From an optimization exercise on the open Yosys and OpenROAD flow, aimed at small area; shortcuts taken in it are not production practice. In this exercise RTL edits were held to simulation tests only and were not proved equivalent to the original. The clock port is modelled as an ideal driver, which makes a skipped or thinned clock tree look cheaper than it is; a real chip needs a root buffer or a tree. Power is estimated from default activity; no workload was simulated.

maple:
==> flow/design.v (excerpt) <==
module todoPID(clk,rst,yactual,referencia,ena2,PWMin);
input clk,rst;
input [8:0]yactual,referencia;
output reg ena2;
output reg [17:0]PWMin;
reg [5:0]  L;
reg [8:0]  H;
reg [17:0] J;       
reg [8:0]  yp;      
wire w = ena2;
wire k8  = ~w & L[3] & ~L[2] & ~L[1] & ~L[0];
wire k12 = ~w & L[3] &  L[2] & ~L[1] & ~L[0];
wire k13 = ~w & L[3] &  L[2] & ~L[1] &  L[0];
wire k16 = ~w & L[4] & ~L[1] & ~L[0];
wire k18 = ~w & L[4] &  L[1];
wire last = w & H[8] & H[7] & H[2] & H[1] & L[5] & L[3] & L[0];  
wire [5:0] Ln;
rca #(6) incl(L, 6'd0, 1'b1, Ln);
wire [8:0] Hn;
rca #(9) inch(H, 9'd0, w & (&L), Hn);
wire [8:0] e0;
rca #(9) sub_e(referencia, ~yactual, 1'b1, e0);
wire [8:0] e = e0 & {9{k8}};
wire [17:0] ca = {{6{e[8]}},e,3'b0};
wire [17:0] cb = ~{{9{e[8]}},e};
wire [17:0] cs = J ^ ca ^ cb;
wire [17:0] cc = (J & ca) | (cb & (J ^ ca));
wire [17:0] je;
rca #(18) add_j(cs, {cc[16:0],1'b1}, 1'b0, je);
wire [8:0] nd;
rca #(9) sub_d(~yactual & {9{k12}}, yp, 1'b0, nd);
wire [16:0] Jh = J[17:1];
wire [16:0] pwh;
wire ts1 = Jh[6] ^ H[3];
wire tc2 = Jh[6] & H[3];
wire ts3 = Jh[7] ^ H[4] ^ H[7];
wire tc4 = (Jh[7] & H[4]) | (H[7] & (Jh[7] ^ H[4]));
wire ts5 = Jh[8] ^ H[5] ^ H[8];
wire tc6 = (Jh[8] & H[5]) | (H[8] & (Jh[8] ^ H[5]));
wire ts7 = Jh[3] ^ H[0] ^ H[3];
wire tc8 = (Jh[3] & H[0]) | (H[3] & (Jh[3] ^ H[0]));
wire ts9 = Jh[4] ^ H[1] ^ H[4];
wire tc10 = (Jh[4] & H[1]) | (H[4] & (Jh[4] ^ H[1]));
wire ts11 = yp[1] ^ yp[3];
wire tc12 = yp[1] & yp[3];
wire ts13 = Jh[5] ^ H[2] ^ H[5];
wire tc14 = (Jh[5] & H[2]) | (H[5] & (Jh[5] ^ H[2]));
wire ts15 = yp[2] ^ yp[4] ^ yp[5];
wire tc16 = (yp[2] & yp[4]) | (yp[5] & (yp[2] ^ yp[4]));
wire ts17 = ts1 ^ H[6] ^ yp[0];
wire tc18 = (ts1 & H[6]) | (yp[0] & (ts1 ^ H[6]));
wire ts19 = yp[3] ^ yp[5] ^ yp[6];
wire tc20 = (yp[3] & yp[5]) | (yp[6] & (yp[3] ^ yp[5]));
wire ts21 = ts3 ^ yp[1] ^ yp[4];
wire tc22 = (ts3 & yp[1]) | (yp[4] & (ts3 ^ yp[1]));
wire ts23 = yp[6] ^ yp[7] ^ tc2;
wire tc24 = (yp[6] & yp[7]) | (tc2 & (yp[6] ^ yp[7]));
wire ts25 = ts5 ^ yp[2] ^ yp[5];
wire tc26 = (ts5 & yp[2]) | (yp[5] & (ts5 ^ yp[2]));
wire ts27 = yp[7] ^ yp[8] ^ tc4;
wire tc28 = (yp[7] & yp[8]) | (tc4 & (yp[7] ^ yp[8]));
wire ts29 = Jh[9] ^ H[6] ^ yp[3];
wire tc30 = (Jh[9] & H[6]) | (yp[3] & (Jh[9] ^ H[6]));
wire ts31 = yp[6] ^ yp[8] ^ tc6;
  ...
Size: about 370 cells after synthesis, ~4300 um^2 of cells after synthesis.
==> flow/config.mk <==
export PLATFORM = sky130hd
export DESIGN_NAME = todoPID
export DESIGN_NICKNAME = todoPID
export VERILOG_FILES = /design/flow/design.v
export SDC_FILE = /design/flow/constraint.sdc
export NUM_CORES = 4
export LEC_CHECK = 0
export CAP_MARGIN = 20
export CORE_MARGIN = 2
export CORE_UTILIZATION = 70
export GPL_TIMING_DRIVEN = 0
export SLEW_MARGIN = 20
==> flow/constraint.sdc <==
create_clock -name core_clock -period 10.0 [get_ports {clk}]
set_input_delay 2.0000 -clock core_clock [delete_from_list [all_inputs] [get_ports {clk}]]
set_output_delay 2.0000 -clock core_clock [all_outputs]
set_load 0.01 [all_outputs]
standard.sh (not shown) runs the stock make flow with config.mk's settings and CLKGATE_MAP_FILE= SYNTH_SCRIPT=/design/flow/synth_recipe.tcl, a recipe that flattens the netlist after the stock synthesis.
==> flow/flow/run.sh <==
#!/bin/bash
# Own layout flow: the standard synthesis; then the full adders are used in
# the polarity that needs fewer inverters (flow/fixpol.py) and the plain logic
# around them is re-mapped with ABC (flow/reabc.tcl), twice; then the standard flow's
# standard layout steps, with buf_1 port buffers and a one-level clock tree
# (flow/cts_manual.tcl: the flip-flops split into a few groups by location, one
# clock buffer per group, driven from the clock port).
set -euo pipefail
R=orfs/results/$FLOW_PLATFORM/todoPID/base
export PRE_CTS_TCL="$PWD/flow/cts_manual.tcl"
export MANUAL_CTS_PORT=clk MANUAL_CTS_GROUPS=${MANUAL_CTS_GROUPS:-4} MANUAL_CTS_BUF=${MANUAL_CTS_BUF:-sky130_fd_sc_hd__clkbuf_8}
export BUFFER_PORTS_ARGS="-buffer_cell sky130_fd_sc_hd__buf_1"
bash standard.sh synth > synth.log 2>&1
cp $R/1_2_yosys.v synth_standard.v
YOSYS=yosys
[ -x "$FLOW_HOME/../tools/install/yosys/bin/yosys" ] && YOSYS="$FLOW_HOME/../tools/install/yosys/bin/yosys"
export LIB="$FLOW_HOME/platforms/$FLOW_PLATFORM/lib/sky130_fd_sc_hd__tt_025C_1v80.lib"
export NETLIST="$PWD/$R/1_2_yosys.v"
export DELAY_PS=$(python3 -c "print(int(round(float('$FLOW_PERIOD_NS') * 1000)))")
export DONT_USE="$(make -s -C "$FLOW_HOME" DESIGN_CONFIG="$PWD/config.mk" WORK_HOME="$PWD/orfs" print-DONT_USE_CELLS 2>/dev/null | sed 's/^DONT_USE_CELLS[:=] *//' | tail -1)"
echo "DONT_USE: $DONT_USE" > reabc.log
for pass in 1 2; do
  python3 flow/fixpol.py "$NETLIST" >> fixpol.log 2>&1
  "$YOSYS" -c flow/reabc.tcl >> reabc.log 2>&1
done
cp $R/1_2_yosys.v synth_final.v
rm -f $R/1_synth.odb
bash standard.sh finish > layout.log 2>&1
Other scripts of this flow, unchanged in this note and not shown: flow/flow/cts_manual.tcl, flow/flow/fixpol.py, flow/flow/reabc.tcl
diff inputs: maple => delta
diff --git a/flow/design.v b/flow/design.v
--- a/flow/design.v
+++ b/flow/design.v
@@ -27,27 +27,26 @@
 wire k13 = ~w & L[3] &  L[2] & ~L[1] &  L[0];
 wire k16 = ~w & L[4] & ~L[1] & ~L[0];
 wire k18 = ~w & L[4] &  L[1];
 wire last = w & H[8] & H[7] & H[2] & H[1] & L[5] & L[3] & L[0];  
 wire [5:0] Ln;
 rca #(6) incl(L, 6'd0, 1'b1, Ln);
 wire [8:0] Hn;
 rca #(9) inch(H, 9'd0, w & (&L), Hn);
-wire [8:0] e0;
-rca #(9) sub_e(referencia, ~yactual, 1'b1, e0);
-wire [8:0] e = e0 & {9{k8}};
+wire [8:0] dx;
+rca #(9) sub(k8 ? referencia : yp, ~yactual, k8, dx);
+wire [8:0] e = dx & {9{k8}};    
+wire [8:0] nd = dx;
 wire [17:0] ca = {{6{e[8]}},e,3'b0};
 wire [17:0] cb = ~{{9{e[8]}},e};
 wire [17:0] cs = J ^ ca ^ cb;
 wire [17:0] cc = (J & ca) | (cb & (J ^ ca));
 wire [17:0] je;
 rca #(18) add_j(cs, {cc[16:0],1'b1}, 1'b0, je);
-wire [8:0] nd;
-rca #(9) sub_d(~yactual & {9{k12}}, yp, 1'b0, nd);
 wire [16:0] Jh = J[17:1];
 wire [16:0] pwh;
 wire ts1 = Jh[6] ^ H[3];
 wire tc2 = Jh[6] & H[3];
 wire ts3 = Jh[7] ^ H[4] ^ H[7];
 wire tc4 = (Jh[7] & H[4]) | (H[7] & (Jh[7] ^ H[4]));
 wire ts5 = Jh[8] ^ H[5] ^ H[8];
 wire tc6 = (Jh[8] & H[5]) | (H[8] & (Jh[8] ^ H[5]));
Results
Diff maple -> delta: final hold slack held, number of global-route vias before repair went down about 3.6%. In delta the proportion of layout cells with a drive suffix above 1 turned out 2.6 points higher than in maple. Where post-detailed-routing wire length is concerned, maple is better than delta. The higher layout-stage area growth over the synthesis result of delta and maple is in delta.
In every run of this note, the design's own scripts or RTL, not TritonCTS, make the clock network.

* * *

todoPID, a different RTL version from the one above (not shown whole).
Size: ~440 cells after synthesis, about 61 flip-flops, roughly 39 I/O pins, about 4800 µm² of cells after synthesis.
==> module todoPID, before the edit <==
module todoPID(clk,rst,yactual,referencia,ena2,PWMin);
input clk,rst;
input [8:0]yactual,referencia;
output reg ena2;
output reg [17:0]PWMin;
reg [5:0]  L;
reg [8:0]  H;
reg [17:0] I;       
reg [8:0]  yp;      
wire w = ena2;
wire k8  = ~w & L[3] & ~L[2] & ~L[1] & ~L[0];
wire k12 = ~w & L[3] &  L[2] & ~L[1] & ~L[0];
wire k13 = ~w & L[3] &  L[2] & ~L[1] &  L[0];
wire k16 = ~w & L[4] & ~L[1] & ~L[0];
wire k18 = ~w & L[4] &  L[1];
wire last = w & H[8] & H[7] & H[2] & H[1] & L[5] & L[3] & L[0];  
wire [5:0] Ln;
rca #(6) incl(L, 6'd0, 1'b1, Ln);
wire [8:0] Hn;
rca #(9) inch(H, 9'd0, w & (&L), Hn);
wire [8:0] e;
rca #(9) sub_e(referencia, ~yactual, 1'b1, e);
wire [8:0] eg = e & {9{k8}};
wire [11:0] e7;
rca #(12) mul7({eg[8],eg,3'b0}, ~{{3{eg[8]}},eg}, 1'b1, e7);
wire [17:0] ie;
rca #(18) add_i(I, {{6{e7[11]}},e7}, 1'b0, ie);
wire [8:0] d;
rca #(9) sub_d(yactual, ~yp, 1'b1, d);
wire [12:0] z;    
rca #(13) add_z({{4{H[8]}},H}, {yp[8],yp,3'b0}, 1'b0, z);
wire [16:0] z9;   
rca #(17) add_z9({{4{z[12]}},z}, {z[12],z,3'b0}, 1'b0, z9);
wire [10:0] d3;   
rca #(11) add_d3({{2{yp[8]}},yp}, {yp[8],yp,1'b0}, 1'b0, d3);
wire [16:0] s;
rca #(17) add_s(z9, {{6{d3[10]}},d3}, 1'b0, s);
wire [17:0] pw;
rca #(18) add_pw(I, ~{s,1'b0}, 1'b1, pw);
always @(posedge clk) begin
  if (rst | last) begin
    L <= 0; ena2 <= 0;
  end else begin
    L <= Ln;
    if (k18) ena2 <= 1'b1;
  end
  if (k8) H <= yactual;
  else if (w) H <= Hn;
  else if (L[4]) H <= 0;
  if (rst) begin
    I <= 0; yp <= 0; PWMin <= 0;
  end else begin
    I <= ie;
    if (k12) yp <= d;
    if (k13) PWMin <= pw;
    if (k16) yp <= yactual;
  end
end
endmodule
Settings: LEC_CHECK=0, CAP_MARGIN=20, CORE_MARGIN=2, CORE_UTILIZATION=40, SLEW_MARGIN=20; clock period 10.0 ns.
run.sh (not shown) runs the stock make flow with config.mk's settings and CLKGATE_MAP_FILE= SYNTH_SCRIPT=/design/flow/synth_recipe.tcl, a recipe that flattens the netlist after the stock synthesis.
Stock flow here: none of the scripts above is used.
Next try:
==> flow/design.v (replaced) <==
`timescale 1ns / 1ps
module rca #(parameter N = 8) (a, b, ci, s);
input [N-1:0] a, b;
input ci;
output [N-1:0] s;
wire [N:0] c;
assign c[0] = ci;
genvar i;
generate for (i = 0; i < N; i = i + 1) begin : fa
  assign s[i] = a[i] ^ b[i] ^ c[i];
  assign c[i+1] = (a[i] & b[i]) | (c[i] & (a[i] ^ b[i]));
end endgenerate
endmodule
`timescale 1ns / 1ps
module todoPID(clk,rst,yactual,referencia,ena2,PWMin);
input clk,rst;
input [8:0]yactual,referencia;
output wire ena2;
output reg [17:0]PWMin;
reg [14:0] k;       
reg [17:0] I;       
reg [8:0]  y8;      
reg [8:0]  yp;      
wire last = k[14] & k[13] & k[8] & k[7] & k[5] & k[3] & k[0];  
wire [14:0] kn;
rca #(15) inc(k, 15'd0, 1'b1, kn);
wire [8:0] e;
rca #(9) sub_e(referencia, ~yactual, 1'b1, e);
wire [11:0] e7;
rca #(12) mul7({e[8],e,3'b0}, ~{{3{e[8]}},e}, 1'b1, e7);
wire [17:0] ie;
rca #(18) add_i(I, {{6{e7[11]}},e7}, 1'b0, ie);
wire [8:0] d;
rca #(9) sub_d(yactual, ~yp, 1'b1, d);
wire [12:0] z;    
rca #(13) add_z({{4{y8[8]}},y8}, {yp[8],yp,3'b0}, 1'b0, z);
wire [16:0] z9;   
rca #(17) add_z9({{4{z[12]}},z}, {z[12],z,3'b0}, 1'b0, z9);
wire [10:0] d3;   
rca #(11) add_d3({{2{yp[8]}},yp}, {yp[8],yp,1'b0}, 1'b0, d3);
wire [16:0] s;
rca #(17) add_s(z9, {{6{d3[10]}},d3}, 1'b0, s);
wire [17:0] pw;
rca #(18) add_pw(I, ~{s,1'b0}, 1'b1, pw);
assign ena2 = (k >= 15'd19);
always @(posedge clk)
  if (rst) begin
    k <= 0; I <= 0; yp <= 0; PWMin <= 0;
  end else begin
    k <= last ? 15'd0 : kn;
    if (k == 15'd8) begin
      I <= ie;
      y8 <= yactual;
    end
    if (k == 15'd12) yp <= d;
    if (k == 15'd13) PWMin <= pw;
    if (k == 15'd16) yp <= yactual;
  end
endmodule
=>
- The new run completed with no timing, DRC or antenna violations
- hold slack gets better by 0.0053 ns
- first-iteration DRC count goes down by 52%
- wire length goes down by 2.6%
- power goes up by 28%
- worst setup slack gets better by 0.0096 ns

==> separate check: timing with driven ports <==
The flow's constraints put no driver on any port. The routed layouts listed below were extracted and timed again, unchanged, in two steps.
Step 1: set_driving_cell puts a clkbuf_16 on clk and a buf_2 on each other input, an assumption about the parent block.
Step 2 times the ports against the registers' clock, not the clock port: input delays grow and output delays shrink by t, the midpoint of the rising clock arrivals with the driver on.
Three values: no drivers, after step 1, after step 2; two values: the first two.
run	t (ns)	setup WS [ns]	worst setup path after step 2
maple	0.213	0.647 / 0.681 / 0.467	input to register
delta	0.221	0.280 / 0.308 / 0.087	input to register
the first run of note 2	0.371	0.348 / 0.358 / -0.013	input to register
the second run of note 2	0.372	0.357 / 0.370 / -0.002	input to register
With both steps, setup timing fails in the first run of note 2 and the second run of note 2, where it was met with ideal ports. The setup slack of the first run of note 2, which loses most, moves by +0.010 ns with the drivers and by -0.361 ns with both steps.
